This design comes from an exercise in tuning for small area on the open sky130 flow, not from production work.
Only simulation tests tie the RTL to the original design; equivalence was not proved.
Power figures rest on the tool's default switching activity, not on a simulated workload.

**design/flow/config.mk**
```make
export PLATFORM = sky130hd
export DESIGN_NAME = top
export DESIGN_NICKNAME = top
export VERILOG_FILES = /design/flow/design.v
export SDC_FILE = /design/flow/constraint.sdc
export NUM_CORES = 8
export LEC_CHECK = 0
export CAP_MARGIN = 20
export CORE_MARGIN = 2
export CORE_UTILIZATION = 50
export CTS_BUF_LIST = sky130_fd_sc_hd__clkbuf_8
export CTS_CLUSTER_DIAMETER = 80
export CTS_CLUSTER_SIZE = 16
export PLACE_DENSITY = 0.6
export SLEW_MARGIN = 20
```
**design/flow/constraint.sdc**
```tcl
create_clock -name core_clock -period 110.0 [get_ports {CLK}]
set_input_delay 22.0000 -clock core_clock [delete_from_list [all_inputs] [get_ports {CLK}]]
set_output_delay 22.0000 -clock core_clock [all_outputs]
set_load 0.01 [all_outputs]
```
**design/flow/design.v**
```verilog
`timescale 1ns / 1ps
module Metastable_Remover(
    input signal_in,
    output signal_out,
    input clk
    );
    parameter BARLEN=4;  
    reg [BARLEN-1:0] barieer; 
    always @(posedge clk) begin
        barieer<={signal_in,barieer[BARLEN-1:1]};
    end
    assign signal_out=barieer[0];
endmodule
`timescale 1ns / 1ps
module Bounce_Remover(
    si,
    so,
    clk,
    rst
    );
    input  wire si;
    output reg so;
    input  wire clk;
    input  wire rst;
    parameter WAITBW=4;  
    reg si0;
    always @(posedge clk) si0<=rst ? 1'b0 : si;
    wire si_rise, si_fall;
    assign si_rise = (~si0)&si;
    assign si_fall  = si0&(~si);
    reg [WAITBW-1:0] waitcount;
    wire [WAITBW-1:0] wait_dec;
    rc_add #(WAITBW) u_dec(.a(waitcount), .b({WAITBW{1'b1}}), .ci(1'b0), .s(wait_dec), .co());
    wire [WAITBW-1:0] all0;
    assign all0=0;
    always @(posedge clk) 
    if (rst) begin
        so<=0;
        waitcount<=0;
    end else if (|waitcount) begin
        waitcount<=wait_dec;
    end else if (si_rise) begin
        so<=1;
        waitcount<=~all0;
    end else if (si_fall) begin
        so<=0;
        waitcount<=~all0;
    end 
endmodule
`timescale 1ns / 1ps
module mixer(
        input wire ref_pulse,
        input wire pdm_pulse,
        output wire mixer_out
    );
    assign mixer_out = ref_pulse ^ pdm_pulse;
endmodule
module rc_add #(parameter W = 8) (input [W-1:0] a, input [W-1:0] b, input ci, output [W-1:0] s, output co);
    wire [W:0] c;
    assign c[0] = ci;
    genvar i;
    generate for (i = 0; i < W; i = i + 1) begin : g
        assign s[i] = a[i] ^ b[i] ^ c[i];
        assign c[i+1] = (a[i] & b[i]) | (c[i] & (a[i] ^ b[i]));
    end endgenerate
    assign co = c[W];
endmodule
module rc_inc #(parameter W = 8) (input [W-1:0] a, input ci, output [W-1:0] s);
    wire [W:0] c;
    assign c[0] = ci;
    genvar i;
    generate for (i = 0; i < W; i = i + 1) begin : g
        assign s[i] = a[i] ^ c[i];
        assign c[i+1] = a[i] & c[i];
    end endgenerate
endmodule
module counter_new(
        input pulse,
        input CLK,
        input wire rst,
        input wire tick,
        output wire [15:0] result
    );
    reg [15:0] pulseCount;
    reg [15:0] countResult;
    reg [1:0] pulseRead;
    wire [15:0] pc_inc;
    rc_inc #(16) u_inc(.a(pulseCount), .ci(1'b1), .s(pc_inc));
    always @(posedge CLK)
        if (rst) begin
            pulseCount <= 16'd0;
            countResult <= 16'd0;
            pulseRead <= 2'd0;
        end else if (tick) begin
            pulseRead <= {pulseRead[0], pulse};
            if (pulseRead == 2'b01) begin
                countResult <= pulseCount;
                pulseCount <= 16'd0;
            end else
                pulseCount <= pc_inc;
        end
    assign result = countResult;
endmodule
module Period_Measurer(si, si0, Dh, Dl, init, locked, clk, rst);
   input  wire si;
   output reg  si0;
   output reg [15:0] Dh;
   output reg [15:0] Dl;
   input  wire init;
   output reg  locked;
   input  wire clk;
   input  wire rst;
   localparam [25:0] NUM = 26'd50000000;
   always @(posedge clk) si0 <= rst ? 1'b0 : si;
   wire si_rise = ~si0 & si;
   reg [31:0] base_h, base_l;
   reg [11:0] bc;            
   reg [1:0]  stt;           
   reg [1:0]  ph;            
   reg [19:0] R;             
   wire last = (stt == 2'd1) & si_rise & (bc == 12'd0);
   wire cnt_h = ((stt == 2'd0) & si_rise) | ((stt == 2'd1) & si & ~last);
   wire cnt_l = (stt == 2'd1) & ~si;
   wire [31:0] bh_inc, bl_inc;
   rc_inc #(32) u_bh(.a(base_h), .ci(cnt_h), .s(bh_inc));
   rc_inc #(32) u_bl(.a(base_l), .ci(cnt_l), .s(bl_inc));
   wire div = (stt == 2'd2);
   wire [19:0] Q   = {base_l[7:0], base_h[11:0]};
   wire [19:0] th;
   rc_add #(20) u_th(.a(Q), .b(20'd1000), .ci(1'b0), .s(th), .co());
   wire [19:0] dv  = ph[0] ? th : (ph[1] ? base_l[31:12] : base_h[31:12]);
   wire [20:0] T   = {R, NUM[bc[4:0]]};
   wire [20:0] Tm;
   wire        qb;
   rc_add #(21) u_sub(.a(T), .b(~{1'b0, dv}), .ci(1'b1), .s(Tm), .co(qb));
   wire [19:0] Rn  = qb ? Tm[19:0] : T[19:0];
   wire qsh = div & ~ph[0];
   wire jz = (bc[4:0] == 5'd0);
   wire [11:0] bc_dec;
   rc_add #(12) u_bc(.a(bc), .b(12'hfff), .ci(1'b0), .s(bc_dec), .co());
   always @(posedge clk)
     if (init | rst) begin
        stt    <= 2'd0;
        locked <= 1'b0;
        base_h <= 32'd0;
        base_l <= 32'd0;
        bc     <= 12'hfff;
     end else begin
        base_h[31:12] <= bh_inc[31:12];
        base_h[11:0]  <= qsh ? {base_h[10:0], qb} : bh_inc[11:0];
        base_l[31:8]  <= bl_inc[31:8];
        base_l[7:0]   <= qsh ? {base_l[6:0], base_h[11]} : bl_inc[7:0];
        case (stt)
          2'd0: if (si_rise) stt <= 2'd1;
          2'd1: if (si_rise) begin
                   if (bc != 12'd0) bc <= bc_dec;
                   else begin
                      stt <= 2'd2;
                      ph  <= 2'd0;
                      bc  <= 12'd21;
                      R   <= NUM[25:22];
                      Dh  <= 16'hffff;
                      Dl  <= 16'hffff;
                   end
                end
          2'd2: begin
                   bc <= bc_dec;
                   R  <= Rn;
                   if (ph == 2'd1) Dh <= {Dh[14:0], qb};
                   if (ph == 2'd3) Dl <= {Dl[14:0], qb};
                   if (ph == 2'd0 && bc[4:0] == 5'd14) locked <= 1'b1;
                   if (jz) begin
                      ph <= ph + 1'b1;
                      if (ph == 2'd3) stt <= 2'd3;
                      bc <= ph[0] ? 12'd21 : 12'd15;
                      R  <= ph[0] ? {16'd0, NUM[25:22]} : {10'd0, NUM[25:16]};
                   end
                end
          default: ;
        endcase
     end
endmodule
module output_pulse(Dh, Dl, so, CLK, rst, locked, rise, fall_done);
    input wire [15:0] Dh;
    input wire [15:0] Dl;
    input wire CLK;
    input wire rst;
    input wire locked;
    output wire so;
    output wire rise;
    output wire fall_done;
    reg so_reg;
    reg [1:0] st;
    reg [15:0] cnt;
    wire [15:0] cn;
    rc_inc #(16) u_inc(.a(cnt), .ci(1'b1), .s(cn));
    wire g = locked & ~rst;
    assign rise = g & (st == 2'd0);
    assign fall_done = (st == 2'd0) & (cnt == 16'd5000);
    always @(posedge CLK)
        if (g) begin
            case (st)
            2'd0: st <= 2'd3;
            2'd1: begin
                cnt <= cn;
                so_reg <= 1'b1;
                if (cn == Dh) begin st <= 2'd2; cnt <= 16'd0; end
            end
            2'd2: begin
                cnt <= cn;
                so_reg <= 1'b0;
                if (cn == Dl) begin st <= 2'd1; cnt <= 16'd0; end
            end
            2'd3: st <= 2'd1;
            endcase
        end else begin
            st <= 2'd0;
            so_reg <= 1'b0;
            if (rst | fall_done) cnt <= 16'd0;
            else if (st != 2'd0) cnt <= 16'd1;
            else if (cnt != 16'd0) cnt <= cn;
        end
    assign so = so_reg;
endmodule
module lag_pulse(Dh, Dl, so, CLK, rst, rise, fall_done);
    input wire [15:0] Dh;
    input wire [15:0] Dl;
    input wire CLK;
    input wire rst;
    input wire rise;
    input wire fall_done;
    output wire so;
    reg so_reg;
    reg [1:0] st;
    reg [15:0] cnt;
    wire [15:0] cn;
    rc_inc #(16) u_inc(.a(cnt), .ci(1'b1), .s(cn));
    always @(posedge CLK)
        if (rst | fall_done) begin
            st <= 2'd0;
            cnt <= 16'd0;
            so_reg <= 1'b0;
        end else begin
            case (st)
            2'd0: begin
                if (cnt == 16'd5000) begin st <= 2'd3; cnt <= 16'd0; end
                else if (cnt != 16'd0 || rise) cnt <= cn;
            end
            2'd1: begin
                cnt <= cn;
                so_reg <= 1'b1;
                if (cn == Dh) begin st <= 2'd2; cnt <= 16'd0; end
            end
            2'd2: begin
                cnt <= cn;
                so_reg <= 1'b0;
                if (cn == Dl) begin st <= 2'd1; cnt <= 16'd0; end
            end
            2'd3: st <= 2'd1;
            endcase
        end
    assign so = so_reg;
endmodule
module dfil_new #(parameter K = 125, parameter BW = 25, parameter L = 975) (
    input wire indata,       
    input wire B,            
    input wire B0,           
    input wire so_d,         
    input wire [BW-1:0] W,   
    input wire bnd,          
    input wire rok,          
    input CLK,
    input rst,
    output wire out
);
    reg [BW-1:0] er;
    wire [BW-1:0] en;
    rc_add #(BW) u_enc(.a(er), .b((B ^ B0) ? W : {BW{1'b0}}), .ci(1'b0), .s(en), .co());
    always @(posedge CLK) er <= (rst | bnd) ? {BW{1'b0}} : en;
    reg [L-1:0] ring;
    always @(posedge CLK) begin
        ring <= {ring[L-2:0], ring[L-1]};
        if (rst | bnd) ring[BW-1:0] <= en;    
    end
    wire [BW-1:0] rd = {ring[BW-2:0], ring[L-1]};
    reg [BW-1:0] dr;
    reg [3:0] dcd;
    reg Bdr;
    wire free = (dcd == 4'd0);
    wire [3:0] dcd_dec;
    rc_add #(4) u_dcd(.a(dcd), .b(4'hf), .ci(1'b0), .s(dcd_dec), .co());
    wire [BW-1:0] dm;
    wire ge;
    rc_add #(BW) u_dec(.a(dr), .b(~W), .ci(1'b1), .s(dm), .co(ge));
    wire e = free & ge;
    wire Bd = Bdr ^ e;
    always @(posedge CLK) begin
        if (~rok) begin
            dcd <= 4'd0;
            Bdr <= 1'b0;
        end else begin
            Bdr <= Bd;
            dcd <= e ? 4'd15 : (free ? 4'd0 : dcd_dec);
        end
        dr <= bnd ? rd : (e ? dm : dr);
    end
    wire x = indata & ~rst;
    reg xd1;
    always @(posedge CLK) xd1 <= x;
    wire xd = (so_d ^ Bd) & rok;
    reg [12:0] sum;
    wire dn = xd & ~xd1;
    wire [12:0] sum_n;
    rc_add #(13) u_sum(.a(sum), .b({{12{dn}}, xd ^ xd1}), .ci(1'b0), .s(sum_n), .co());
    always @(posedge CLK) sum <= rst ? 13'd0 : sum_n;
    wire gt4500, ge500;
    rc_add #(13) u_c1(.a(sum), .b(~13'd4501), .ci(1'b1), .s(), .co(gt4500));
    rc_add #(13) u_c2(.a(sum), .b(~13'd500), .ci(1'b1), .s(), .co(ge500));
    reg fil;
    always @(negedge CLK)
        if (rst) fil <= 1'b0;
        else begin
            if (gt4500) fil <= 1'b1;
            if (~ge500) fil <= 1'b0;
        end
    assign out = fil;
endmodule
module UART(input [15:0] DATA, input hi, input CLK, input rst, input START, output reg UARTTX);
    reg [6:0] clkCount;
    reg [3:0] dataCount;
    reg sendStBit;
    wire [7:0] byte_ = hi ? DATA[15:8] : DATA[7:0];
    wire [6:0] cc_n;
    wire [3:0] dc_n;
    rc_inc #(7) u_cc(.a(clkCount), .ci(1'b1), .s(cc_n));
    rc_inc #(4) u_dc(.a(dataCount), .ci(1'b1), .s(dc_n));
    always @(posedge CLK)
        if (rst) begin
            clkCount <= 7'd0;
            dataCount <= 4'd0;
            sendStBit <= 1'b0;
            UARTTX <= 1'b1;
        end else if (sendStBit) begin
            if (clkCount != 7'd100)
                clkCount <= cc_n;
            else begin
                clkCount <= 7'd0;
                dataCount <= dc_n;
                UARTTX <= dataCount[3] | byte_[dataCount[2:0]];
                if (dataCount == 4'd9) begin
                    sendStBit <= 1'b0;
                    dataCount <= 4'd0;
                end
            end
        end else if (START) begin
            sendStBit <= 1'b1;
            UARTTX <= 1'b0;
        end
endmodule
`timescale 1ns / 1ps
module top(
        input CLK,
        input rst,
        input c1,
        input c2,
        input c3,
        input init,
        output Bounce_Remover_outc1,
        output Bounce_Remover_outc2,
        output Bounce_Remover_outc3,
        output mixer_out1,
        output mixer_out2,
        output mixer_out3,
        output so1,
        output so2,
        output so3,
        output dfil_new_out1,
        output dfil_new_out2,
        output dfil_new_out3,
        output UARTTX
    );
    localparam K = 125;      
    localparam BW = 25;      
    localparam L = 975;      
    reg [6:0] pos;
    wire [6:0] pos_n;
    rc_inc #(7) u_pos(.a(pos), .ci(1'b1), .s(pos_n));
    always @(posedge CLK) pos <= (rst || pos == K - 1) ? 7'd0 : pos_n;
    wire bnd = (pos == K - 1);
    reg [BW-1:0] W;
    always @(*)
        case (pos)
            7'd0: W = 25'd28950528;
            7'd1: W = 25'd25395200;
            7'd2: W = 25'd22265856;
            7'd3: W = 25'd19529728;
            7'd4: W = 25'd17121280;
            7'd5: W = 25'd15007744;
            7'd6: W = 25'd13164544;
            7'd7: W = 25'd11542528;
            7'd8: W = 25'd10125312;
            7'd9: W = 25'd8880128;
            7'd10: W = 25'd7790592;
            7'd11: W = 25'd6836224;
            7'd12: W = 25'd5996544;
            7'd13: W = 25'd5259264;
            7'd14: W = 25'd4612096;
            7'd15: W = 25'd4046848;
            7'd16: W = 25'd3551232;
            7'd17: W = 25'd3115008;
            7'd18: W = 25'd2732032;
            7'd19: W = 25'd2396160;
            7'd20: W = 25'd2101248;
            7'd21: W = 25'd1843200;
            7'd22: W = 25'd1615872;
            7'd23: W = 25'd1417216;
            7'd24: W = 25'd1242112;
            7'd25: W = 25'd1088512;
            7'd26: W = 25'd953856;
            7'd27: W = 25'd836608;
            7'd28: W = 25'd733696;
            7'd29: W = 25'd643584;
            7'd30: W = 25'd564736;
            7'd31: W = 25'd495616;
            7'd32: W = 25'd434944;
            7'd33: W = 25'd381696;
            7'd34: W = 25'd335104;
            7'd35: W = 25'd294144;
            7'd36: W = 25'd258048;
            7'd37: W = 25'd226432;
            7'd38: W = 25'd198656;
            7'd39: W = 25'd174208;
            7'd40: W = 25'd152704;
            7'd41: W = 25'd133760;
            7'd42: W = 25'd117120;
            7'd43: W = 25'd102592;
            7'd44: W = 25'd89856;
            7'd45: W = 25'd78720;
            7'd46: W = 25'd68992;
            7'd47: W = 25'd60480;
            7'd48: W = 25'd53056;
            7'd49: W = 25'd46560;
            7'd50: W = 25'd40896;
            7'd51: W = 25'd35936;
            7'd52: W = 25'd31568;
            7'd53: W = 25'd27760;
            7'd54: W = 25'd24400;
            7'd55: W = 25'd21440;
            7'd56: W = 25'd18832;
            7'd57: W = 25'd16528;
            7'd58: W = 25'd14488;
            7'd59: W = 25'd12696;
            7'd60: W = 25'd11112;
            7'd61: W = 25'd9712;
            7'd62: W = 25'd8488;
            7'd63: W = 25'd7416;
            7'd64: W = 25'd6480;
            7'd65: W = 25'd5664;
            7'd66: W = 25'd4956;
            7'd67: W = 25'd4340;
            7'd68: W = 25'd3808;
            7'd69: W = 25'd3346;
            7'd70: W = 25'd2946;
            7'd71: W = 25'd2598;
            7'd72: W = 25'd2294;
            7'd73: W = 25'd2027;
            7'd74: W = 25'd1791;
            7'd75: W = 25'd1581;
            7'd76: W = 25'd1393;
            7'd77: W = 25'd1224;
            7'd78: W = 25'd1072;
            7'd79: W = 25'd936;
            7'd80: W = 25'd815;
            7'd81: W = 25'd708;
            7'd82: W = 25'd614;
            7'd83: W = 25'd532;
            7'd84: W = 25'd461;
            7'd85: W = 25'd400;
            7'd86: W = 25'd348;
            7'd87: W = 25'd304;
            7'd88: W = 25'd267;
            7'd89: W = 25'd236;
            7'd90: W = 25'd210;
            7'd91: W = 25'd188;
            7'd92: W = 25'd169;
            7'd93: W = 25'd152;
            7'd94: W = 25'd136;
            7'd95: W = 25'd121;
            7'd96: W = 25'd107;
            7'd97: W = 25'd94;
            7'd98: W = 25'd82;
            7'd99: W = 25'd71;
            7'd100: W = 25'd61;
            7'd101: W = 25'd52;
            7'd102: W = 25'd44;
            7'd103: W = 25'd37;
            7'd104: W = 25'd31;
            7'd105: W = 25'd26;
            7'd106: W = 25'd22;
            7'd107: W = 25'd19;
            7'd108: W = 25'd17;
            7'd109: W = 25'd16;
            7'd110: W = 25'd15;
            7'd111: W = 25'd14;
            7'd112: W = 25'd13;
            7'd113: W = 25'd12;
            7'd114: W = 25'd11;
            7'd115: W = 25'd10;
            7'd116: W = 25'd9;
            7'd117: W = 25'd8;
            7'd118: W = 25'd7;
            7'd119: W = 25'd6;
            7'd120: W = 25'd5;
            7'd121: W = 25'd4;
            7'd122: W = 25'd3;
            7'd123: W = 25'd2;
            7'd124: W = 25'd1;
            default: W = 25'd0;
        endcase
    reg [12:0] rcnt;
    wire [12:0] rcnt_n;
    rc_inc #(13) u_rc(.a(rcnt), .ci(1'b1), .s(rcnt_n));
    always @(posedge CLK) rcnt <= rst ? 13'd0 : (rcnt == 13'd5000 ? rcnt : rcnt_n);
    wire rok = (rcnt == 13'd5000);
    reg [3:0] clk_count;
    wire [3:0] cc_n;
    rc_inc #(4) u_cc(.a(clk_count), .ci(1'b1), .s(cc_n));
    always @(posedge CLK) clk_count <= (rst || clk_count == 4'd10) ? 4'd0 : cc_n;
    wire tick = (clk_count == 4'd10);
    wire [15:0] result1, result2, result3;
    channel #(.K(K), .BW(BW), .L(L)) ch1 (.CLK(CLK), .rst(rst), .init(init), .c(c1),
        .W(W), .bnd(bnd), .rok(rok), .tick(tick),
        .B(Bounce_Remover_outc1), .mix(mixer_out1), .so(so1), .fil(dfil_new_out1), .result(result1));
    channel #(.K(K), .BW(BW), .L(L)) ch2 (.CLK(CLK), .rst(rst), .init(init), .c(c2),
        .W(W), .bnd(bnd), .rok(rok), .tick(tick),
        .B(Bounce_Remover_outc2), .mix(mixer_out2), .so(so2), .fil(dfil_new_out2), .result(result2));
    channel #(.K(K), .BW(BW), .L(L)) ch3 (.CLK(CLK), .rst(rst), .init(init), .c(c3),
        .W(W), .bnd(bnd), .rok(rok), .tick(tick),
        .B(Bounce_Remover_outc3), .mix(mixer_out3), .so(so3), .fil(dfil_new_out3), .result(result3));
    reg [13:0] sendtiming;
    reg [15:0] addtiming;
    reg [15:0] SENDDATA;
    reg [15:0] sensordata1, sensordata2, sensordata3;
    reg START;
    reg [1:0] shift;
    wire [13:0] st_n;
    wire [15:0] at_n;
    rc_inc #(14) u_st(.a(sendtiming), .ci(1'b1), .s(st_n));
    rc_inc #(16) u_at(.a(addtiming), .ci(1'b1), .s(at_n));
    always @(posedge CLK)
        if (rst) begin
            sendtiming <= 14'd0;
            addtiming <= 16'd0;
            SENDDATA <= 16'd0;
            sensordata1 <= 16'd0;
            sensordata2 <= 16'd0;
            sensordata3 <= 16'd0;
            START <= 1'b0;
            shift <= 2'd0;
        end else begin
            if (addtiming == 16'd49999) begin
                sensordata1 <= result1;
                sensordata2 <= result2;
                sensordata3 <= result3;
            end
            if (sendtiming == 14'd12500) begin
                case (shift)
                    2'd0: SENDDATA <= 16'hffff;
                    2'd1: SENDDATA <= sensordata1;
                    2'd2: SENDDATA <= sensordata2;
                    2'd3: SENDDATA <= sensordata3;
                endcase
                shift <= shift + 1'b1;
                sendtiming <= 14'd0;
                START <= 1'b0;
            end else begin
                sendtiming <= st_n;
                addtiming <= at_n;
                START <= (sendtiming == 14'd1) | (sendtiming == 14'd6251);
            end
            if (addtiming == 16'd50000) addtiming <= 16'd0;
        end
    UART UART(.DATA(SENDDATA), .hi(sendtiming[12]), .CLK(CLK), .rst(rst), .START(START), .UARTTX(UARTTX));
endmodule
module channel #(parameter K = 125, parameter BW = 25, parameter L = 975) (
    input CLK, input rst, input init, input c,
    input [BW-1:0] W, input bnd, input rok, input tick,
    output B, output mix, output so, output fil, output [15:0] result
);
    wire sync, B0, locked, rise, fall_done, so_d;
    wire [15:0] Dh, Dl;
    Metastable_Remover mr(.signal_in(c), .signal_out(sync), .clk(CLK));
    Bounce_Remover br(.si(sync), .so(B), .clk(CLK), .rst(rst));
    Period_Measurer pm(.si(B), .si0(B0), .Dh(Dh), .Dl(Dl), .init(init), .locked(locked), .clk(CLK), .rst(rst));
    output_pulse op(.Dh(Dh), .Dl(Dl), .so(so), .CLK(CLK), .rst(rst), .locked(locked), .rise(rise), .fall_done(fall_done));
    lag_pulse lp(.Dh(Dh), .Dl(Dl), .so(so_d), .CLK(CLK), .rst(rst), .rise(rise), .fall_done(fall_done));
    mixer mx(.ref_pulse(so), .pdm_pulse(B), .mixer_out(mix));
    dfil_new #(.K(K), .BW(BW), .L(L)) df(.indata(mix), .B(B), .B0(B0), .so_d(so_d), .W(W), .bnd(bnd), .rok(rok),
        .CLK(CLK), .rst(rst), .out(fil));
    counter_new cn(.pulse(fil), .CLK(CLK), .rst(rst), .tick(tick), .result(result));
endmodule
```
**design/flow/run.sh**
```bash
#!/bin/bash
# synth_recipe.tcl (not shown) runs the flow's synth.tcl, then flattens the netlist and writes it again
# the make line also repeats each setting of config.mk as NAME=value (left out here)
make -C /OpenROAD-flow-scripts/flow DESIGN_CONFIG=/design/flow/config.mk WORK_HOME=/design/flow/orfs CLKGATE_MAP_FILE= SYNTH_SCRIPT=/design/flow/synth_recipe.tcl finish
```
==> results of run 1 <==
[routing by layer]
metal | share of wire | track usage
met1 | 0.50 | 0.2146
met2 | 0.44 | 0.2363
met3 | 0.037 | 0.02763
met4 | 0.026 | 0.04893
met5 | 0 | 0
[where the power goes]
group          total, W  leakage, nW  switching (W)  internal [W]
Combinational  0.000161         15.7      0.0000963     0.0000647
Clock          0.000675         2.53       0.000416      0.000259
Sequential      0.00152         32.0      0.0000215       0.00150
[worst reg2reg max path: stages, from the launching register on]
cell and delay (ps):
dfxtp_1 350, o2111a_1 260, o211ai_1 160, a21oi_1 80, o31ai_1 230, a21oi_1 90
[cell type report]
class / count / share of cell area
sequential: 3942 / 0.6723
inverter: 285 / 0.008796
antenna: 2 / 0.00004115
clock inverter: 61 / 0.002294
clock buffer: 312 / 0.03531
timing repair buffer: 75 / 0.005031
tap: 2992 / 0.03078
multi-input combinational: 3930 / 0.2454
[synth_stat cells, drive strengths merged, types with 6 or more instances]
library cell,count,area share
a211oi,50,0.0034
a21boi,16,0.0011
a21oi,436,0.019
a22o,83,0.0064
a22oi,19,0.0013
a311oi,24,0.0019
a31oi,24,0.0013
a32o,6,0.00054
and2,236,0.013
and3,35,0.0019
buf,46,0.0017
clkbuf,225,0.0074
dfxtp,3657,0.64
edfxtp,285,0.075
fa,231,0.041
ha,566,0.062
inv,283,0.0093
mux2,29,0.0029
mux2i,69,0.0061
mux4,6,0.0012
nand2,797,0.026
nand2b,108,0.0059
nand3,34,0.0015
nand4,33,0.0018
nor2,312,0.010
nor2b,137,0.0075
nor3,49,0.0022
nor4,43,0.0024
nor4b,17,0.0014
o211ai,21,0.0014
o21a,17,0.0011
o21ai,134,0.0059
o22ai,15,0.00083
o31a,11,0.00086
o31ai,28,0.0018
or4,7,0.00050
xnor2,121,0.0093
xor2,128,0.0099
[cell usage in the layout (no fill, tap or decap), types with 6 or more instances in the layout]
cell type	n
a211oi_1	49
a21boi_0	15
a21oi_1	435
a22o_1	83
a22oi_1	19
a311oi_1	23
a31oi_1	24
and2_1	225
and2_4	10
and3_1	35
buf_4	57
clkbuf_8	313
clkdlybuf4s50_1	17
clkinvlp_4	6
dfxtp_1	3657
edfxtp_1	285
fa_1	231
ha_1	565
inv_1	329
mux2_2	29
mux2i_1	66
mux4_2	6
nand2_1	796
nand2b_1	108
nand3_1	34
nand4_1	33
nor2_1	309
nor2b_1	136
nor3_1	47
nor4_1	41
nor4b_1	15
o211ai_1	20
o21a_1	17
o21ai_0	129
o22ai_1	15
o31a_1	10
o31ai_1	28
or4_1	6
xnor2_1	121
xor2_1	127
[worst paths after layout]
| check | slack (ps) | cells after the start | from | endpoint |
|---|---|---|---|---|
| min reg2reg | 290 | 0 | ch1.df.ring[353]$_DFF_P_ | ch1.df.ring[354]$_DFF_P_ |
| max | 31140 | 1 | ch1.df.fil$_SDFFE_NP0P_ | dfil_new_out1 |
| min | 290 | 0 | ch1.df.ring[353]$_DFF_P_ | ch1.df.ring[354]$_DFF_P_ |
| max reg2reg | 53620 | 5 | ch2.df.sum[2]$_SDFF_PP0_ | ch2.df.fil$_SDFFE_NP0P_ |
[metrics by stage]
step | std cells | power (W) | hold WS, ps
floorplan | 8429 | 0.001670 | 309.6
global placement | 11220 | 0.001712 | 309.6
detailed placement | 11220 | 0.001718 | 312.1
CTS | 11600 | 0.002398 | 273.4
global route | 11600 | 0.002478 | 273.3
finish | 11600 | 0.002358 | 285.5
[cells by family (layout without fill, tap and decap cells)]
| logic type | count (synthesis) | count (layout) | synth area share |
|---|---|---|---|
| other cells | 0 | 2 | 0 |
| flops | 3942 | 3942 | 0.7196 |
| xor+xnor | 249 | 249 | 0.01919 |
| mux | 104 | 104 | 0.01014 |
| fa+ha+maj | 797 | 797 | 0.1030 |
| buf+inv | 557 | 733 | 0.01861 |
| compound gates | 941 | 941 | 0.05211 |
| simple gates | 1839 | 1839 | 0.07728 |
==> reports/results.env, run 1 <==
FINAL_HOLD_VIOL_COUNT=0
WORST_EP_REQUIRED_TIME_PS=88000
YOSYS_SYNTHESIS_WARNING_COUNT=9
PRIMARY_FLIP_FLOP_CELL_CHOSEN_BY_SYNTHESIS_MAPPING='dfxtp_1'
FINALNETCOUNT=9339
VIAS_PER_CELL=4.779
SEQCELLAREA_MM2=0.08177
SETUP_VIOL=0
CRITPATHSLOWESTCELL='clkdlybuf4s50_1'
GRT_ANTENNA_BEFORE_REPAIR=3
DETAILEDPLACE.WORSTSLACK_PS=32090
SYNTH_ENABLE_FLOP_CELLS=285
DRC=0
POSTCTSSETUPBUFFERS=0
DIE_W_UM=480.7
GRT_OVERFLOW=0
SYNTHARSTFLOPSHARE=0
CTS_TREE='yes'
AVGSYNTHCELLAREA_UM2=13.48
CLOCK_SKEW_PS=69.56
POSTSYNTHREGISTERBITS=3942
START_UTIL=0.5043
GRTUSAGETOTAL=0.1517
CP_CELL_SEQUENCE='clkdlybuf4s50_1'
GLOBALPLACE.CONGESTION=0.8586
H-TREE-DEPTH=5
DETAIL-ROUTE-ANTENNA-NETS=0
PLACEABLECOREAREA_MM2=0.2253
TIGHTEST_SLEW_PS=1047
CTS_ROOT_BUFFER='clkbuf_8'
POST_SYNTH_INST_COUNT=8429
NUMBER_OF_PLACED_I_O_PINS=19
CTS-HOLD-FIX-BUFFERS=0
DRTITER0DRC=2796
MAX_SLEW_HEADROOM=0.3023
FIRSTDRTPASSITERS=7
REG.LARGEST.LIST='ch1.df.ring (975), ch2.df.ring (975), ch3.df.ring (975)'
ROUTED_WIRELENGTH_NORMALIZED_BY_INSTANCE_COUNT_UM=14.80
CELL_AREA_AFTER_SYNTHESIS_MM2=0.1136
PATH_CLASS='flop to output port'
SETUP_WS_POST_LAYOUT_PS=31140
CLKLATENCYLATEPIN_PS=1040
DRIVE_GT1_FRAC=0.05474
SEQUENTIAL_TO_TOTAL_AREA_SHARE_FROM_YOSYS_STAT=0.7196
MAX-CAP-VIOLATIONS=0
CLOCK-SINKS=3942
FAMILY_WITH_THE_MOST_DELAY_ON_THE_WORST_PATH='buffers and inverters'
TIMING.CRITICAL_PATH.FANOUT_MAX=3
DETAILED_PLACE.AREA_MM2=0.1170
MAX-VDD-IR-DROP_V=0.00001443
FIRST_GLOBAL_VIAS=56900
TIMING.FINAL.MAX_SLEW_VIOLATIONS=0
CRITICAL_PATH_ARRIVAL_PS=56860
TOTAL_LEAKAGE_POWER_nW=50.16
GRT_PASS1_WL_UM=291200
CRITPATHMAXSTAGEDELAY_PS=570
CTS-BUFFERS-INSERTED=299
FINALSETUPTNS_PS=0
FLOORPLAN.ROWS=174
SYNTH_FP_NETS=9232
GRT_MAX_DEGREE=96
YS_TYPES=90
FILLER_CELL_COUNT=18870
WL_UM=171600
DP_HPWL_UM=105300
STATUS='complete, no violations'
AREA_DELTA_SYNTH_FINAL_PCT=7.039
FINISH.INSTANCE_AREA_MM2=0.1216
DIE_OUTLINE_HEIGHT_UM=480.7
HOLDCRITPATHCLASS='flop to flop'
CRITICAL_PATH_BUF_INV_COUNT=1
POWER_DENSITY_mW_PER_MM2=19.38
FINAL_CORE_UTIL=0.5398
TIMING.CRITICAL_PATH.TO_TYPE='output port'
POST_CTS_RESIZE_COUNT=0
MULTI_INPUT_LOGIC_AREA_MM2=0.02985
PLACEMENT.IO_BUFFERS=18
SETUP.WORST_PATH.START_CLASS='flop'
CTSLONGESTPATHBUFFERS=4
DESIGN.DIE.AREA_MM2=0.2311
GRT_SETUP_UNREPAIRED='no'
WORST_SETUP_HOLD_PATH_CLK_SLEW_PS=90
DETAILROUTE.VIA_COUNT=55430
==> run 2: changes to the inputs <==
--- a/design/flow/design.v
+++ b/design/flow/design.v
@@ -518,9 +518,9 @@
             default: W = 25'd0;
         endcase
-    reg [12:0] rcnt;
-    wire [12:0] rcnt_n;
-    rc_inc #(13) u_rc(.a(rcnt), .ci(1'b1), .s(rcnt_n));
-    always @(posedge CLK) rcnt <= rst ? 13'd0 : (rcnt == 13'd5000 ? rcnt : rcnt_n);
-    wire rok = (rcnt == 13'd5000);
+    reg [5:0] blk;
+    wire [5:0] blk_n;
+    rc_inc #(6) u_blk(.a(blk), .ci(bnd & ~blk[5] | bnd & ~blk[3]), .s(blk_n));
+    always @(posedge CLK) blk <= rst ? 6'd0 : blk_n;
+    wire rok = blk[5] & blk[3];
     reg [3:0] clk_count;
     wire [3:0] cc_n;
==> design/flow/flow/run.sh (new file) <==
#!/bin/bash
# Layout flow: the standard flow (standard.sh: the standard synthesis and
# ORFS steps) with two changes:
#  - clock tree synthesis uses small clkbuf_4 leaf buffers for clusters of at
#    most 9 flip-flops, and inserts no dummy loads;
#  - after global routing, ORFS's power recovery downsizes cells on paths
#    with slack (RECOVER_POWER).
# The full output of the flow goes to standard.log in the work folder.
set -euo pipefail
export CTS_ARGS="-sink_clustering_enable -repair_clock_nets -sink_clustering_size 9 -sink_clustering_max_diameter 60 -buf_list sky130_fd_sc_hd__clkbuf_4 -dont_use_dummy_load"
export RECOVER_POWER=100
bash standard.sh > standard.log 2>&1
==> design/flow/standard.sh (new file) <==
#!/bin/bash
# synth_recipe.tcl (not shown) runs the flow's synth.tcl, then flattens the netlist and writes it again
# the make line also repeats each setting of config.mk as NAME=value (left out here)
make -C /OpenROAD-flow-scripts/flow DESIGN_CONFIG=/design/flow/config.mk WORK_HOME=/design/flow/orfs CLKGATE_MAP_FILE= SYNTH_SCRIPT=/design/flow/synth_recipe.tcl "${@:-finish}"
--- a/design/flow/config.mk
+++ b/design/flow/config.mk
@@ -9,7 +9,4 @@
 export CORE_MARGIN = 2
 export CORE_UTILIZATION = 50
-export CTS_BUF_LIST = sky130_fd_sc_hd__clkbuf_8
-export CTS_CLUSTER_DIAMETER = 80
-export CTS_CLUSTER_SIZE = 16
 export PLACE_DENSITY = 0.6
 export SLEW_MARGIN = 20
removed: design/flow/run.sh
==> run 2 against run 1 <==
The layout now fails its checks (capacitance limit, slew limit). Non-clock buffer count down 6. Combinational power is 6% lower. Design area decreased by 1.2%. Worst setup slack got worse by 1800 ps. Critical path depth rose by 2. Sequential share of layout area up 0.71 points.
==> reports/results.env, run 2 <==
R2R_SETUP_SLACK_PS=53400
PLACEABLECOREAREA_MM2=0.2249
WL_UM=173500
CRITICAL_PATH_ARRIVAL_PS=26540
START_UTIL=0.5036
PLACEMENT.IO_BUFFERS=18
POSTCTSSETUPBUFFERS=0
SETUP.WORST_PATH.START_CLASS='input pin'
CLKLATENCYLATEPIN_PS=1370
R2R_END='ch1.df.fil$_SDFFE_NP0P_'
DIE_W_UM=479.9
DESIGN.DIE.AREA_MM2=0.2303
H-TREE-DEPTH=5
DRIVE_GT1_FRAC=0.06544
MUXSHAREOFSYNTHAREA=0.01033
FLOORPLAN.ROWS=174
DP_HPWL_UM=105500
VIAS_PER_CELL=4.809
SYNTHARSTFLOPSHARE=0
CTS_TREE='yes'
CTS-BUFFERS-INSERTED=490
SYNTH.AREA.TOP_CELLS='dfxtp_1 (65%), edfxtp_1 (7.6%), ha_1 (6.2%), fa_1 (4.1%), nand2_1 (2.6%)'
DETAILED_PLACE.AREA_MM2=0.1166
POWER_DENSITY_mW_PER_MM2=19.04
CLOCK_SKEW_PS=201.7
WORST_SETUP_HOLD_PATH_CLK_SLEW_PS=90
HOLDWS_PS=210.6
STATUS='failed layout checks'
DIE_OUTLINE_HEIGHT_UM=479.9
FINAL_CORE_UTIL=0.5342
FINAL_CELL_MIX='dfxtp_1 (3650), nand2_1 (773), ha_1 (557), clkbuf_4 (490), a21oi_1 (442)'
TIMING.CRITICAL_PATH.TO_TYPE='flop'
CRIT_END='ch1.df.fil$_SDFFE_NP0P_'
FINALSETUPTNS_PS=0
SYNTH_TOP_AREA_SHARE=0.6452
GRTUSAGETOTAL=0.1545
MULTI_INPUT_LOGIC_AREA_MM2=0.02956
YOSYS.AREA_SHARE.SIMPLE=0.07537
CTSLONGESTPATHBUFFERS=4
GRT_ANTENNA_BEFORE_REPAIR=5
HOLDCRITPATHCLASS='flop to flop'
SYNTH_XOR_XNOR_AREA_SHARE=0.01917
TOTAL_LEAKAGE_POWER_nW=49.29
RR_WORST_DEPTH=5
R2R-START='ch1.df.sum[0]$_SDFF_PP0_'
GRT_OVERFLOW=0
FIRST_GLOBAL_VIAS=58630
LAYOUT_COMMONEST_CELL='dfxtp_1'
SEQUENTIAL_TO_TOTAL_AREA_SHARE_FROM_YOSYS_STAT=0.7208
YS_TOP_CELLS_BY_COUNT='dfxtp_1 (3650), nand2_1 (773), ha_1 (559)'
SYNTH.LARGEST_AREA_CELL='dfxtp_1'
ROUTED_WIRELENGTH_NORMALIZED_BY_INSTANCE_COUNT_UM=14.85
FINISH.INSTANCE_AREA_MM2=0.1201
DETAILROUTE.VIA_COUNT=56190
COMBINATIONAL_FAMILY_WITH_THE_MOST_AREA_AFTER_SYNTHESIS='adder cells'
CLOCK-SINKS=3935
NUMBER_OF_PLACED_I_O_PINS=19
SYNTH_MOST_COMMON_CELL='dfxtp_1'
YOSYS_SYNTHESIS_WARNING_COUNT=9
SETUP_VIOL=0
MAX_SLEW_HEADROOM=-2.162
POSTSYNTHREGISTERBITS=3935
YS_TYPES=79
FINAL_HOLD_VIOL_COUNT=0
FILLER_CELL_COUNT=19020
FINALNETCOUNT=9478
CTS_ROOT_BUFFER='clkbuf_4'
DRTITER0DRC=2679
AREA_DELTA_SYNTH_FINAL_PCT=6.087
REG.LARGEST.LIST='ch1.df.ring (975), ch2.df.ring (975), ch3.df.ring (975)'
SYNTH_FP_NETS=9183
GRT_MAX_DEGREE=108
SYNTH_ENABLE_FLOP_CELLS=285
POST_SYNTH_FA_HA_MAJ_AREA_FRACTION=0.1026
MAX-CAP-VIOLATIONS=26
MAX-VDD-IR-DROP_V=0.00001201
TIMING.CRITICAL_PATH.FANOUT_MAX=71
CTS-HOLD-FIX-BUFFERS=0
CHECKFAILREASONS='capacitance limit, slew limit'
DESIGN_POWER_TOTAL_W=0.002287
POST_CTS_RESIZE_COUNT=0
GRT_SETUP_UNREPAIRED='no'
FIRSTDRTPASSITERS=5
PRIMARY_FLIP_FLOP_CELL_CHOSEN_BY_SYNTHESIS_MAPPING='dfxtp_1'
DRC=0
CELL_AREA_AFTER_SYNTHESIS_MM2=0.1132
TIGHTEST_SLEW_PS=4744
SYNTH_COMPOUND_GATE_AREA_SHARE=0.05321
TIMING.FINAL.MAX_SLEW_VIOLATIONS=1256
WORST_SETUP_PATH_STARTPOINT='rst'
GLOBALPLACE.CONGESTION=0.8436
WORST_EP_REQUIRED_TIME_PS=55920
AVGSYNTHCELLAREA_UM2=13.50
POST_SYNTH_INST_COUNT=8387
SEQCELLAREA_MM2=0.08163
GRT_PASS1_WL_UM=296600
PATH_CLASS='input pin to flop'
DETAIL-ROUTE-ANTENNA-NETS=0
[run 2: changes by cell type in the layout (fill, tap and decap cells not counted), sizes merged, moves of 24 or more]
cell and change:
inv -51, and2 -28, nor2b +32, nand2 -24, clkbuf +212, buf -40
[run 2: cells by family (layout without fill, tap and decap cells)]
group,count (synthesis),count (layout)
flip-flops,3935,3935
AND/OR/NAND/NOR,1788,1788
AO/OA/AOI/OAI,968,968
adder cells (fa/ha/maj),790,790
buffers and inverters,552,845
XOR/XNOR,247,247
multiplexers,107,107
other,0,13
[run 2: worst min path at each step]
stage / startpoint / to / slack [ps] / cells after the start
2_1_floorplan: ch1.df.ring[99]$_DFF_P_ / ch1.df.ring[100]$_DFF_P_ / 310 / 0
3_3_place_gp: ch1.df.ring[523]$_DFF_P_ / ch1.df.ring[524]$_DFF_P_ / 310 / 0
3_5_place_dp: ch1.df.ring[210]$_DFF_P_ / ch1.df.ring[211]$_DFF_P_ / 310 / 0
4_1_cts: ch3.df.ring[899]$_DFF_P_ / ch3.df.ring[900]$_DFF_P_ / 200 / 0
5_1_grt: ch2.df.ring[78]$_DFF_P_ / ch2.df.ring[79]$_DFF_P_ / 210 / 0
6_report: ch1.df.ring[897]$_DFF_P_ / ch1.df.ring[898]$_DFF_P_ / 210 / 0
[run 2: through the flow]
stage	cells	setup slack, ps
final	11690	29380
after global routing	11680	29070
after CTS	11670	30600
after detailed placement	11180	31610
after global placement	11180	31620
after floorplan	8387	31720
[run 2: worst max-delay path, stage by stage]
cell,delay (ps)
clkbuf_1,2120
clkbuf_1,2260
a21oi_1,20
[run 2: power by group]
group,switching [W],internal (W),leakage (nW)
logic,0.0000921,0.0000595,15.1
registers,0.0000207,0.00150,31.9
clock network,0.000413,0.000204,2.27
[run 2: routing by layer]
layer  part of all wire  track usage  up-vias
li1                   -            -    28180
met1               0.49       0.2143    26680
met2               0.44       0.2394      890
met3              0.039      0.02905      443
met4              0.033      0.06165        0
met5                  0            0        -
[run 2: layout make-up]
class	instances	share of cell area
flip-flops and latches	3935	0.6794
multi-input cells	3900	0.2460
well taps	2992	0.03116
clock buffers	490	0.03062
inverters	283	0.008842
repair buffers	69	0.003572
diodes	13	0.0002708
clock inverters	3	0.00009373
==> run 3: changes to the inputs <==
--- a/design/flow/design.v
+++ b/design/flow/design.v
@@ -86,18 +86,16 @@
     reg [1:0] pulseRead;
     wire [15:0] pc_inc;
-    rc_inc #(16) u_inc(.a(pulseCount), .ci(1'b1), .s(pc_inc));
-    always @(posedge CLK)
+    wire rise = tick & (pulseRead == 2'b01);
+    rc_inc #(16) u_inc(.a(pulseCount), .ci(tick), .s(pc_inc));
+    always @(posedge CLK) begin
+        pulseCount <= (rst | rise) ? 16'd0 : pc_inc;
         if (rst) begin
-            pulseCount <= 16'd0;
             countResult <= 16'd0;
             pulseRead <= 2'd0;
         end else if (tick) begin
             pulseRead <= {pulseRead[0], pulse};
-            if (pulseRead == 2'b01) begin
-                countResult <= pulseCount;
-                pulseCount <= 16'd0;
-            end else
-                pulseCount <= pc_inc;
+            if (rise) countResult <= pulseCount;
         end
+    end
     assign result = countResult;
 endmodule
@@ -137,6 +135,10 @@
    wire qsh = div & ~ph[0];
    wire jz = (bc[4:0] == 5'd0);
+   wire bc_en = div | ((stt == 2'd1) & si_rise);
    wire [11:0] bc_dec;
-   rc_add #(12) u_bc(.a(bc), .b(12'hfff), .ci(1'b0), .s(bc_dec), .co());
+   rc_add #(12) u_bc(.a(bc), .b({12{bc_en}}), .ci(1'b0), .s(bc_dec), .co());
+   always @(posedge clk)
+     R <= last ? {16'd0, NUM[25:22]} :
+          jz   ? (ph[0] ? {16'd0, NUM[25:22]} : {10'd0, NUM[25:16]}) : Rn;
    always @(posedge clk)
      if (init | rst) begin
@@ -151,20 +153,14 @@
         base_l[31:8]  <= bl_inc[31:8];
         base_l[7:0]   <= qsh ? {base_l[6:0], base_h[11]} : bl_inc[7:0];
+        bc <= last ? 12'd21 : (div & jz) ? (ph[0] ? 12'd21 : 12'd15) : bc_dec;
         case (stt)
           2'd0: if (si_rise) stt <= 2'd1;
-          2'd1: if (si_rise) begin
-                   if (bc != 12'd0) bc <= bc_dec;
-                   else begin
-                      stt <= 2'd2;
-                      ph  <= 2'd0;
-                      bc  <= 12'd21;
-                      R   <= NUM[25:22];
-                      Dh  <= 16'hffff;
-                      Dl  <= 16'hffff;
-                   end
+          2'd1: if (last) begin
+                   stt <= 2'd2;
+                   ph  <= 2'd0;
+                   Dh  <= 16'hffff;
+                   Dl  <= 16'hffff;
                 end
           2'd2: begin
-                   bc <= bc_dec;
-                   R  <= Rn;
                    if (ph == 2'd1) Dh <= {Dh[14:0], qb};
                    if (ph == 2'd3) Dl <= {Dl[14:0], qb};
@@ -173,6 +169,4 @@
                       ph <= ph + 1'b1;
                       if (ph == 2'd3) stt <= 2'd3;
-                      bc <= ph[0] ? 12'd21 : 12'd15;
-                      R  <= ph[0] ? {16'd0, NUM[25:22]} : {10'd0, NUM[25:16]};
                    end
                 end
@@ -191,34 +185,29 @@
     output wire fall_done;
     reg so_reg;
-    reg [1:0] st;
-    reg [15:0] cnt;
+    reg [1:0] st;            
+    reg [15:0] cnt;          
     wire [15:0] cn;
     rc_inc #(16) u_inc(.a(cnt), .ci(1'b1), .s(cn));
     wire g = locked & ~rst;
+    wire hit = (st == 2'd1) ? (cn == Dh) : (cn == Dl);
     assign rise = g & (st == 2'd0);
     assign fall_done = (st == 2'd0) & (cnt == 16'd5000);
-    always @(posedge CLK)
+    always @(posedge CLK) begin
+        so_reg <= g & (st == 2'd1);
         if (g) begin
             case (st)
             2'd0: st <= 2'd3;
-            2'd1: begin
-                cnt <= cn;
-                so_reg <= 1'b1;
-                if (cn == Dh) begin st <= 2'd2; cnt <= 16'd0; end
-            end
-            2'd2: begin
-                cnt <= cn;
-                so_reg <= 1'b0;
-                if (cn == Dl) begin st <= 2'd1; cnt <= 16'd0; end
-            end
+            2'd1: if (hit) st <= 2'd2;
+            2'd2: if (hit) st <= 2'd1;
             2'd3: st <= 2'd1;
             endcase
+            cnt <= (st[0] ^ st[1]) & ~hit ? cn : 16'd0;
         end else begin
             st <= 2'd0;
-            so_reg <= 1'b0;
-            if (rst | fall_done) cnt <= 16'd0;
-            else if (st != 2'd0) cnt <= 16'd1;
-            else if (cnt != 16'd0) cnt <= cn;
+            cnt <= (rst | fall_done) ? 16'd0 :
+                   (st != 2'd0) ? 16'd1 :
+                   (cnt != 16'd0) ? cn : 16'd0;
         end
+    end
     assign so = so_reg;
 endmodule
@@ -236,28 +225,23 @@
     wire [15:0] cn;
     rc_inc #(16) u_inc(.a(cnt), .ci(1'b1), .s(cn));
-    always @(posedge CLK)
-        if (rst | fall_done) begin
+    wire hit = (st == 2'd1) ? (cn == Dh) : (cn == Dl);
+    wire go = (cnt == 16'd5000);
+    wire run = ~(rst | fall_done);
+    always @(posedge CLK) begin
+        so_reg <= run & (st == 2'd1);
+        if (~run) begin
             st <= 2'd0;
             cnt <= 16'd0;
-            so_reg <= 1'b0;
         end else begin
             case (st)
-            2'd0: begin
-                if (cnt == 16'd5000) begin st <= 2'd3; cnt <= 16'd0; end
-                else if (cnt != 16'd0 || rise) cnt <= cn;
-            end
-            2'd1: begin
-                cnt <= cn;
-                so_reg <= 1'b1;
-                if (cn == Dh) begin st <= 2'd2; cnt <= 16'd0; end
-            end
-            2'd2: begin
-                cnt <= cn;
-                so_reg <= 1'b0;
-                if (cn == Dl) begin st <= 2'd1; cnt <= 16'd0; end
-            end
+            2'd0: if (go) st <= 2'd3;
+            2'd1: if (hit) st <= 2'd2;
+            2'd2: if (hit) st <= 2'd1;
             2'd3: st <= 2'd1;
             endcase
+            cnt <= (st == 2'd0) ? ((~go & (cnt != 16'd0 | rise)) ? cn : 16'd0) :
+                   ((st[0] ^ st[1]) & ~hit ? cn : 16'd0);
         end
+    end
     assign so = so_reg;
 endmodule
@@ -331,25 +315,20 @@
     reg sendStBit;
     wire [7:0] byte_ = hi ? DATA[15:8] : DATA[7:0];
+    wire bt;
     wire [6:0] cc_n;
     wire [3:0] dc_n;
     rc_inc #(7) u_cc(.a(clkCount), .ci(1'b1), .s(cc_n));
-    rc_inc #(4) u_dc(.a(dataCount), .ci(1'b1), .s(dc_n));
-    always @(posedge CLK)
+    rc_inc #(4) u_dc(.a(dataCount), .ci(bt), .s(dc_n));
+    assign bt = sendStBit & (clkCount == 7'd100);     
+    always @(posedge CLK) begin
+        clkCount <= (rst | ~sendStBit | bt) ? 7'd0 : cc_n;
+        dataCount <= (rst | (bt & (dataCount == 4'd9))) ? 4'd0 : dc_n;
         if (rst) begin
-            clkCount <= 7'd0;
-            dataCount <= 4'd0;
             sendStBit <= 1'b0;
             UARTTX <= 1'b1;
         end else if (sendStBit) begin
-            if (clkCount != 7'd100)
-                clkCount <= cc_n;
-            else begin
-                clkCount <= 7'd0;
-                dataCount <= dc_n;
+            if (bt) begin
                 UARTTX <= dataCount[3] | byte_[dataCount[2:0]];
-                if (dataCount == 4'd9) begin
-                    sendStBit <= 1'b0;
-                    dataCount <= 4'd0;
-                end
+                if (dataCount == 4'd9) sendStBit <= 1'b0;
             end
         end else if (START) begin
@@ -357,4 +336,5 @@
             UARTTX <= 1'b0;
         end
+    end
 endmodule
 `timescale 1ns / 1ps
==> design/flow/flow/run.sh (replaced) <==
#!/bin/bash
# Layout flow: the standard flow (standard.sh: the standard synthesis and
# ORFS steps) with one change to clock tree synthesis: small clkbuf_4 leaf
# buffers for clusters of at most 9 flip-flops, and no dummy loads.
# The full output of the flow goes to standard.log in the work folder.
set -euo pipefail
export CTS_ARGS="-sink_clustering_enable -repair_clock_nets -sink_clustering_size 9 -sink_clustering_max_diameter 60 -buf_list sky130_fd_sc_hd__clkbuf_4 -dont_use_dummy_load"
bash standard.sh > standard.log 2>&1
==> run 3 against run 2 <==
Now clean on timing, DRC and antenna. Combinational power is 13% lower. Utilization hardly changed. Die area is 1.5% lower. Routed wire length is 5.5% lower. Synthesized cell count is 1.6% lower. Sequential share of layout area hardly changed. Clock skew is 13 ps lower. Synthesized area is 1.5% lower. First-iteration DRC count is 12% lower. Clock power hardly changed. Hold slack better by 21 ps. Critical path type is now flop to output port.
==> reports/results.env, run 3 <==
AVGSYNTHCELLAREA_UM2=13.52
STATUS='complete, no violations'
AREA_DELTA_SYNTH_FINAL_PCT=6.309
GRT_PASS1_WL_UM=280900
WL_UM=163900
SETUP.WORST_PATH.START_CLASS='flop'
GRT_MAX_DEGREE=153
DETAILED_PLACE.AREA_MM2=0.1148
GRTUSAGETOTAL=0.1466
SWITCHING_SHARE=0.2262
PLACEABLECOREAREA_MM2=0.2221
YS_TYPES=79
SEQUENTIAL_TO_TOTAL_AREA_SHARE_FROM_YOSYS_STAT=0.7220
YS_TOP_CELLS_BY_COUNT='dfxtp_1 (3758), nand2_1 (828), ha_1 (525)'
SEQCELLAREA_MM2=0.08055
PRIMARY_FLIP_FLOP_CELL_CHOSEN_BY_SYNTHESIS_MAPPING='dfxtp_1'
PLACEMENT.IO_BUFFERS=18
MAX-VDD-IR-DROP_V=0.00001217
TIGHTEST_SLEW_PS=1070
INTPOWER_W=0.001749
DP_HPWL_UM=97750
POST_CTS_RESIZE_COUNT=0
SETUP_VIOL=0
PATH_CLASS='flop to output port'
MAX-CAP-VIOLATIONS=0
FILLER_CELL_COUNT=18960
SYNTH.LARGEST_AREA_CELL='dfxtp_1'
YOSYS_SYNTHESIS_WARNING_COUNT=9
CTS_ROOT_BUFFER='clkbuf_4'
POWER.SHARE.COMBINATIONAL=0.058
FIRSTDRTPASSITERS=5
CTS-HOLD-FIX-BUFFERS=0
FINAL_HOLD_VIOL_COUNT=0
CRITICAL_PATH_BUF_INV_COUNT=1
CTS-BUFFERS-INSERTED=491
ROUTED_WIRELENGTH_NORMALIZED_BY_INSTANCE_COUNT_UM=14.22
CLOCK_SKEW_PS=188.4
GLOBALPLACE.CONGESTION=0.8378
VIAS_PER_CELL=4.708
FIRST_GLOBAL_VIAS=56250
SYNTH_FP_NETS=9044
GRT_OVERFLOW=0
REG.LARGEST.LIST='ch1.df.ring (975), ch2.df.ring (975), ch3.df.ring (975)'
FINAL_CELL_MIX='dfxtp_1 (3758), nand2_1 (827), ha_1 (520), clkbuf_4 (491), a21oi_1 (405)'
CRITPATHSLOWESTCELL='clkdlybuf4s50_1'
MAX_SLEW_HEADROOM=0.2812
HOLDPATHEND='ch2.df.ring[25]$_DFF_P_'
SYNTHARSTFLOPSHARE=0
GRT_ANTENNA_BEFORE_REPAIR=2
DIE_W_UM=476.4
FLOORPLAN.ROWS=173
HOLDWS_PS=231.4
START_UTIL=0.5023
SYNTH_MOST_COMMON_CELL='dfxtp_1'
DIE_OUTLINE_HEIGHT_UM=476.4
H-TREE-DEPTH=5
TIMING.FINAL.MAX_SLEW_VIOLATIONS=0
DRC=0
R2R_END='ch3.df.fil$_SDFFE_NP0P_'
DETAIL-ROUTE-ANTENNA-NETS=0
CRITICAL_PATH_ARRIVAL_PS=57120
HOLDPATHSTAGES=0
FINALSETUPTNS_PS=0
SEQ_POWER_SHARE=0.669
LAYOUT_COMMONEST_CELL='dfxtp_1'
HOLDCRITPATHCLASS='flop to flop'
CLKLATENCYLATEPIN_PS=1380
TOTAL_LEAKAGE_POWER_nW=49.24
POSTCTSSETUPBUFFERS=0
TIMING.CRITICAL_PATH.TO_TYPE='output port'
DRIVE_GT1_FRAC=0.07303
DRTITER0DRC=2367
HOLD_PATH.STARTPOINT='ch2.df.ring[24]$_DFF_P_'
R2R-START='ch3.df.sum[2]$_SDFF_PP0_'
GRT_SETUP_UNREPAIRED='no'
CTS_TREE='yes'
WORST_SETUP_HOLD_PATH_CLK_SLEW_PS=100
WORST_EP_REQUIRED_TIME_PS=88000
DESIGN_POWER_TOTAL_W=0.002260
POSTSYNTHREGISTERBITS=3935
DESIGN.DIE.AREA_MM2=0.2269
SYNTH.AREA.TOP_CELLS='dfxtp_1 (67%), ha_1 (5.9%), edfxtp_1 (4.8%), fa_1 (4.7%), nand2_1 (2.8%)'
CP_CELL_SEQUENCE='clkdlybuf4s50_1'
POST_SYNTH_INST_COUNT=8252
NUMBER_OF_PLACED_I_O_PINS=19
CLOCK-SINKS=3935
R2R_SETUP_SLACK_PS=53580
RR_WORST_DEPTH=5
TOTAL_SWITCHING_POWER_W=0.0005112
MULTI_INPUT_LOGIC_AREA_MM2=0.02900
CTSLONGESTPATHBUFFERS=4
FINALNETCOUNT=9338
POWER_DENSITY_mW_PER_MM2=19.06
TIMING.CRITICAL_PATH.FANOUT_MAX=3
FINISH.INSTANCE_AREA_MM2=0.1186
CRITPATHMAXSTAGEDELAY_PS=560
POWER.CLOCK.FRACTION=0.273
FAMILY_WITH_THE_MOST_DELAY_ON_THE_WORST_PATH='buffers and inverters'
DETAILROUTE.VIA_COUNT=54270
SYNTH_ENABLE_FLOP_CELLS=177
SYNTH_TOP_AREA_SHARE=0.6744
CELL_AREA_AFTER_SYNTHESIS_MM2=0.1116
-- run 3: cell types whose count changed after synthesis, sizes merged, moves of 27 or more --
cell | previous run | this run
dfxtp | 3650 | 3758
a22o | 83 | 0
fa | 231 | 261
nor3b | 2 | 48
o21ai | 147 | 120
nand2 | 773 | 828
edfxtp | 285 | 177
and3 | 33 | 73
ha | 559 | 525
xor2 | 107 | 43
nor2 | 297 | 254
mux2i | 73 | 150
a21oi | 443 | 409
-- run 3: worst max-delay path by stage --
stage / endpoint / startpoint / slack, ps / depth (start not counted)
global placement: ch3.df.fil$_SDFFE_NP0P_ / rst / 31580 / 3
CTS: dfil_new_out1 / ch1.df.fil$_SDFFE_NP0P_ / 30710 / 1
finish: dfil_new_out1 / ch1.df.fil$_SDFFE_NP0P_ / 30880 / 1
floorplan: ch1.df.fil$_SDFFE_NP0P_ / rst / 31740 / 5
detailed placement: ch3.df.fil$_SDFFE_NP0P_ / rst / 31560 / 3
global route: dfil_new_out1 / ch1.df.fil$_SDFFE_NP0P_ / 30700 / 1
-- run 3: power by group through the flow --
stage,Sequential (W),Combinational (W),Clock (W)
detailed placement,0.00154,0.000134,0.000000227
finish,0.00151,0.000132,0.000617
global route,0.00152,0.000153,0.000714
floorplan,0.00154,0.0000998,0.000000227
global placement,0.00154,0.000127,0.000000227
CTS,0.00151,0.000135,0.000658
-- run 3: stage by stage --
| stage | std cells | util | worst slack, ps |
|---|---|---|---|
| finish | 11530 | 0.5340 | 30880 |
| global placement | 11020 | 0.5171 | 31580 |
| global route | 11530 | 0.5340 | 30700 |
| detailed placement | 11020 | 0.5171 | 31560 |
| CTS | 11520 | 0.5337 | 30710 |
| floorplan | 8252 | - | 31740 |
-- run 3: kinds of logic after synthesis --
kind of cell | synth area share
AOI/OAI and AO/OA | 0.04085
xor gates and xnor gates | 0.01272
adders and majority gates | 0.1057
buffers and inverters | 0.01893
DFF | 0.7220
muxes | 0.01709
and+or+nand+nor | 0.08266
-- run 3: area by class of cell --
class,count,share of cell area
Antenna cell,8,0.0001688
Inverter,274,0.008672
Clock inverter,3,0.00009495
Tap cell,2975,0.03139
Clock buffer,491,0.03108
Multi-Input combinational cell,3772,0.2445
Timing Repair Buffer,69,0.004927
Sequential cell,3935,0.6792
-- run 3: layer usage --
metal | part of all wire | global-route usage | up-vias
met3 | 0.039 | 0.02907 | 393
met1 | 0.50 | 0.2085 | 25760
met4 | 0.029 | 0.05383 | 0
li1 | - | - | 27380
met2 | 0.43 | 0.2221 | 739
met5 | 0 | 0 | -
-- run 3: worst register-to-register path: stages (launching register included) --
cell and delay, ps:
dfxtp_1 340, o2111a_1 250, o211ai_1 160, a21oi_1 80
o31ai_1 240, a21oi_1 100
==> run 4: changes to the inputs <==
==> design/flow/run.sh (new file) <==
#!/bin/bash
# synth_recipe.tcl (not shown) runs the flow's synth.tcl, then flattens the netlist and writes it again
# the make line also repeats each setting of config.mk as NAME=value (left out here)
make -C /OpenROAD-flow-scripts/flow DESIGN_CONFIG=/design/flow/config.mk WORK_HOME=/design/flow/orfs CLKGATE_MAP_FILE= SYNTH_SCRIPT=/design/flow/synth_recipe.tcl finish
--- a/design/flow/config.mk
+++ b/design/flow/config.mk
@@ -9,4 +9,7 @@
 export CORE_MARGIN = 2
 export CORE_UTILIZATION = 50
+export CTS_BUF_LIST = sky130_fd_sc_hd__clkbuf_8
+export CTS_CLUSTER_DIAMETER = 80
+export CTS_CLUSTER_SIZE = 16
 export PLACE_DENSITY = 0.6
 export SLEW_MARGIN = 20
removed: design/flow/flow/run.sh
removed: design/flow/standard.sh
==> run 4 against run 3 <==
Total power up 2.2%. Sequential power about the same. Die area unchanged. Flip-flop and latch count unchanged. Combinational power about the same. Critical endpoint unchanged.
==> reports/results.env, run 4 <==
DETAILROUTE.VIA_COUNT=53310
ROUTED_WIRELENGTH_NORMALIZED_BY_INSTANCE_COUNT_UM=14.25
AVGSYNTHCELLAREA_UM2=13.52
TIMING.CRITICAL_PATH.TO_TYPE='output port'
FINAL_CORE_UTIL=0.5374
SEQ_POWER_SHARE=0.654
FINAL_CELL_MIX='dfxtp_1 (3758), nand2_1 (827), ha_1 (520), a21oi_1 (405), inv_1 (307)'
GRT_MAX_DEGREE=153
YOSYS_SYNTHESIS_WARNING_COUNT=9
NUMBER_OF_PLACED_I_O_PINS=19
PLACEABLECOREAREA_MM2=0.2221
CTSLONGESTPATHBUFFERS=4
HOLDCRITPATHCLASS='flop to flop'
TOTAL_LEAKAGE_POWER_nW=49.39
PRIMARY_FLIP_FLOP_CELL_CHOSEN_BY_SYNTHESIS_MAPPING='dfxtp_1'
DESIGN.DIE.AREA_MM2=0.2269
FINALNETCOUNT=9146
R2R-START='ch1.df.sum[2]$_SDFF_PP0_'
GRT_ANTENNA_BEFORE_REPAIR=2
FINAL_HOLD_VIOL_COUNT=0
DRTITER0DRC=2608
CRITICAL_PATH_ARRIVAL_PS=56840
SETUP.WORST_PATH.START_CLASS='flop'
CTS-BUFFERS-INSERTED=298
MAX_SLEW_HEADROOM=0.2776
VIAS_PER_CELL=4.683
DP_HPWL_UM=97750
GRT_SETUP_UNREPAIRED='no'
DRC=0
WORST_SETUP_HOLD_PATH_CLK_SLEW_PS=100
POSTSYNTHREGISTERBITS=3935
CRITPATHSLOWESTCELL='clkdlybuf4s50_1'
CTS_TREE='yes'
FINALSETUPTNS_PS=0
POWER.CLOCK.FRACTION=0.289
DRIVE_GT1_FRAC=0.05378
FIRST_GLOBAL_VIAS=54510
SETUP_WS_POST_LAYOUT_PS=31160
MAX-VDD-IR-DROP_V=0.00001407
PATH_CLASS='flop to output port'
SYNTH.AREA.TOP_CELLS='dfxtp_1 (67%), ha_1 (5.9%), edfxtp_1 (4.8%), fa_1 (4.7%), nand2_1 (2.8%)'
AREA_DELTA_SYNTH_FINAL_PCT=6.975
CRITICAL_PATH_BUF_INV_COUNT=1
CLOCK_SKEW_PS=107.4
SETUP_VIOL=0
CRITPATHMAXSTAGEDELAY_PS=560
SEQCELLAREA_MM2=0.08055
DETAIL-ROUTE-ANTENNA-NETS=0
STATUS='complete, no violations'
GRT_PASS1_WL_UM=276300
SYNTHARSTFLOPSHARE=0
WORST_EP_REQUIRED_TIME_PS=88000
LAYOUT_COMMONEST_CELL='dfxtp_1'
TOTAL_SWITCHING_POWER_W=0.0005139
SYNTH_FP_NETS=9044
SWITCHING_SHARE=0.2224
SYNTH_MOST_COMMON_CELL='dfxtp_1'
GLOBALPLACE.CONGESTION=0.8378
TIGHTEST_SLEW_PS=1076
CTS-HOLD-FIX-BUFFERS=0
MAX-CAP-VIOLATIONS=0
TIMING.CRITICAL_PATH.FANOUT_MAX=3
FIRSTDRTPASSITERS=5
GRT_OVERFLOW=0
HOLD_PATH.STARTPOINT='ch3.df.ring[965]$_DFF_P_'
CLKLATENCYLATEPIN_PS=1000
CLOCK-SINKS=3935
POWER.SHARE.COMBINATIONAL=0.057
SYNTH_TOP_AREA_SHARE=0.6744
POWER_DENSITY_mW_PER_MM2=19.36
START_UTIL=0.5023
WL_UM=162200
CP_CELL_SEQUENCE='clkdlybuf4s50_1'
POSTCTSSETUPBUFFERS=0
DIE_W_UM=476.4
GRTUSAGETOTAL=0.1444
FAMILY_WITH_THE_MOST_DELAY_ON_THE_WORST_PATH='buffers and inverters'
FLOORPLAN.ROWS=173
CTS_ROOT_BUFFER='clkbuf_8'
POST_CTS_RESIZE_COUNT=0
SYNTH.LARGEST_AREA_CELL='dfxtp_1'
REG.LARGEST.LIST='ch1.df.ring (975), ch2.df.ring (975), ch3.df.ring (975)'
PLACEMENT.IO_BUFFERS=18
DETAILEDPLACE.WORSTSLACK_PS=31560
FILLER_CELL_COUNT=18760
INTPOWER_W=0.001796
SEQUENTIAL_TO_TOTAL_AREA_SHARE_FROM_YOSYS_STAT=0.7220
POST_SYNTH_INST_COUNT=8252
YS_TYPES=79
TIMING.FINAL.MAX_SLEW_VIOLATIONS=0
CELL_AREA_AFTER_SYNTHESIS_MM2=0.1116
DIE_OUTLINE_HEIGHT_UM=476.4
YS_TOP_CELLS_BY_COUNT='dfxtp_1 (3758), nand2_1 (828), ha_1 (525)'
H-TREE-DEPTH=5
MULTI_INPUT_LOGIC_AREA_MM2=0.02900
WORST_SETUP_PATH_STARTPOINT='ch1.df.fil$_SDFFE_NP0P_'
SYNTH_ENABLE_FLOP_CELLS=177
==> run 4: cell counts after synthesis <==
Identical to the previous run, type by type.
==> run 4: worst paths after layout <==
| check | slack (ps) | depth (start not counted) | endpoint |
|---|---|---|---|
| worst max-delay path | 31160 | 1 | dfil_new_out1 |
| worst min-delay path | 260 | 0 | ch3.df.ring[966]$_DFF_P_ |
| worst max register to register | 53600 | 5 | ch1.df.fil$_SDFFE_NP0P_ |
| worst min register to register | 260 | 0 | ch3.df.ring[966]$_DFF_P_ |
==> run 4: final cells by class <==
cell class	count	share of cell area
flip-flops and latches	3935	0.6750
multi-input cells	3772	0.2430
clock buffers	303	0.03494
well taps	2975	0.03119
inverters	274	0.008618
repair buffers	70	0.004991
clock inverters	50	0.002212
diodes	6	0.0001258
==> run 4: metal layers <==
metal | global-route usage | share of wire | vias to the layer above | wire [µm]
li1 | - | - | 26870 | -
met4 | 0.04739 | 0.028 | 0 | 4614
met3 | 0.02440 | 0.034 | 345 | 5557
met1 | 0.2095 | 0.51 | 25460 | 82500
met5 | 0 | 0 | - | 0
met2 | 0.2198 | 0.43 | 642 | 69560
==> run 4: metrics by stage <==
step	total power [W]	hold slack, ps	area [µm²]	instances
2_1_floorplan	0.001639	309.6	111600	8252
3_3_place_gp	0.001672	310.4	114800	11020
3_5_place_dp	0.001679	312.1	114800	11020
4_1_cts	0.002353	241.3	119300	11380
5_1_grt	0.002427	260.7	119300	11380
6_report	0.002310	258.8	119300	11390
==> run 4: power by group through the flow <==
| stage | combinational, W | clock (W) | sequential [W] |
|---|---|---|---|
| floorplan | 0.0000998 | 0.000000227 | 0.00154 |
| detailed placement | 0.000134 | 0.000000227 | 0.00154 |
| global route | 0.000153 | 0.000757 | 0.00152 |
| global placement | 0.000127 | 0.000000227 | 0.00154 |
| finish | 0.000132 | 0.000667 | 0.00151 |
| CTS | 0.000135 | 0.000705 | 0.00151 |
==> run 4: cells by family (layout without fill, tap and decap cells) <==
kind of cell             after synthesis  count (layout)  share of synthesized area
AO/OA/AOI/OAI                        761             761                    0.04085
XOR/XNOR                             162             162                    0.01272
adder cells (fa/ha/maj)              786             786                     0.1057
buffers and inverters                545             697                    0.01893
flip-flops                          3935            3935                     0.7220
multiplexers                         179             179                    0.01709
other                                  0               6                          0
AND/OR/NAND/NOR                     1884            1884                    0.08266
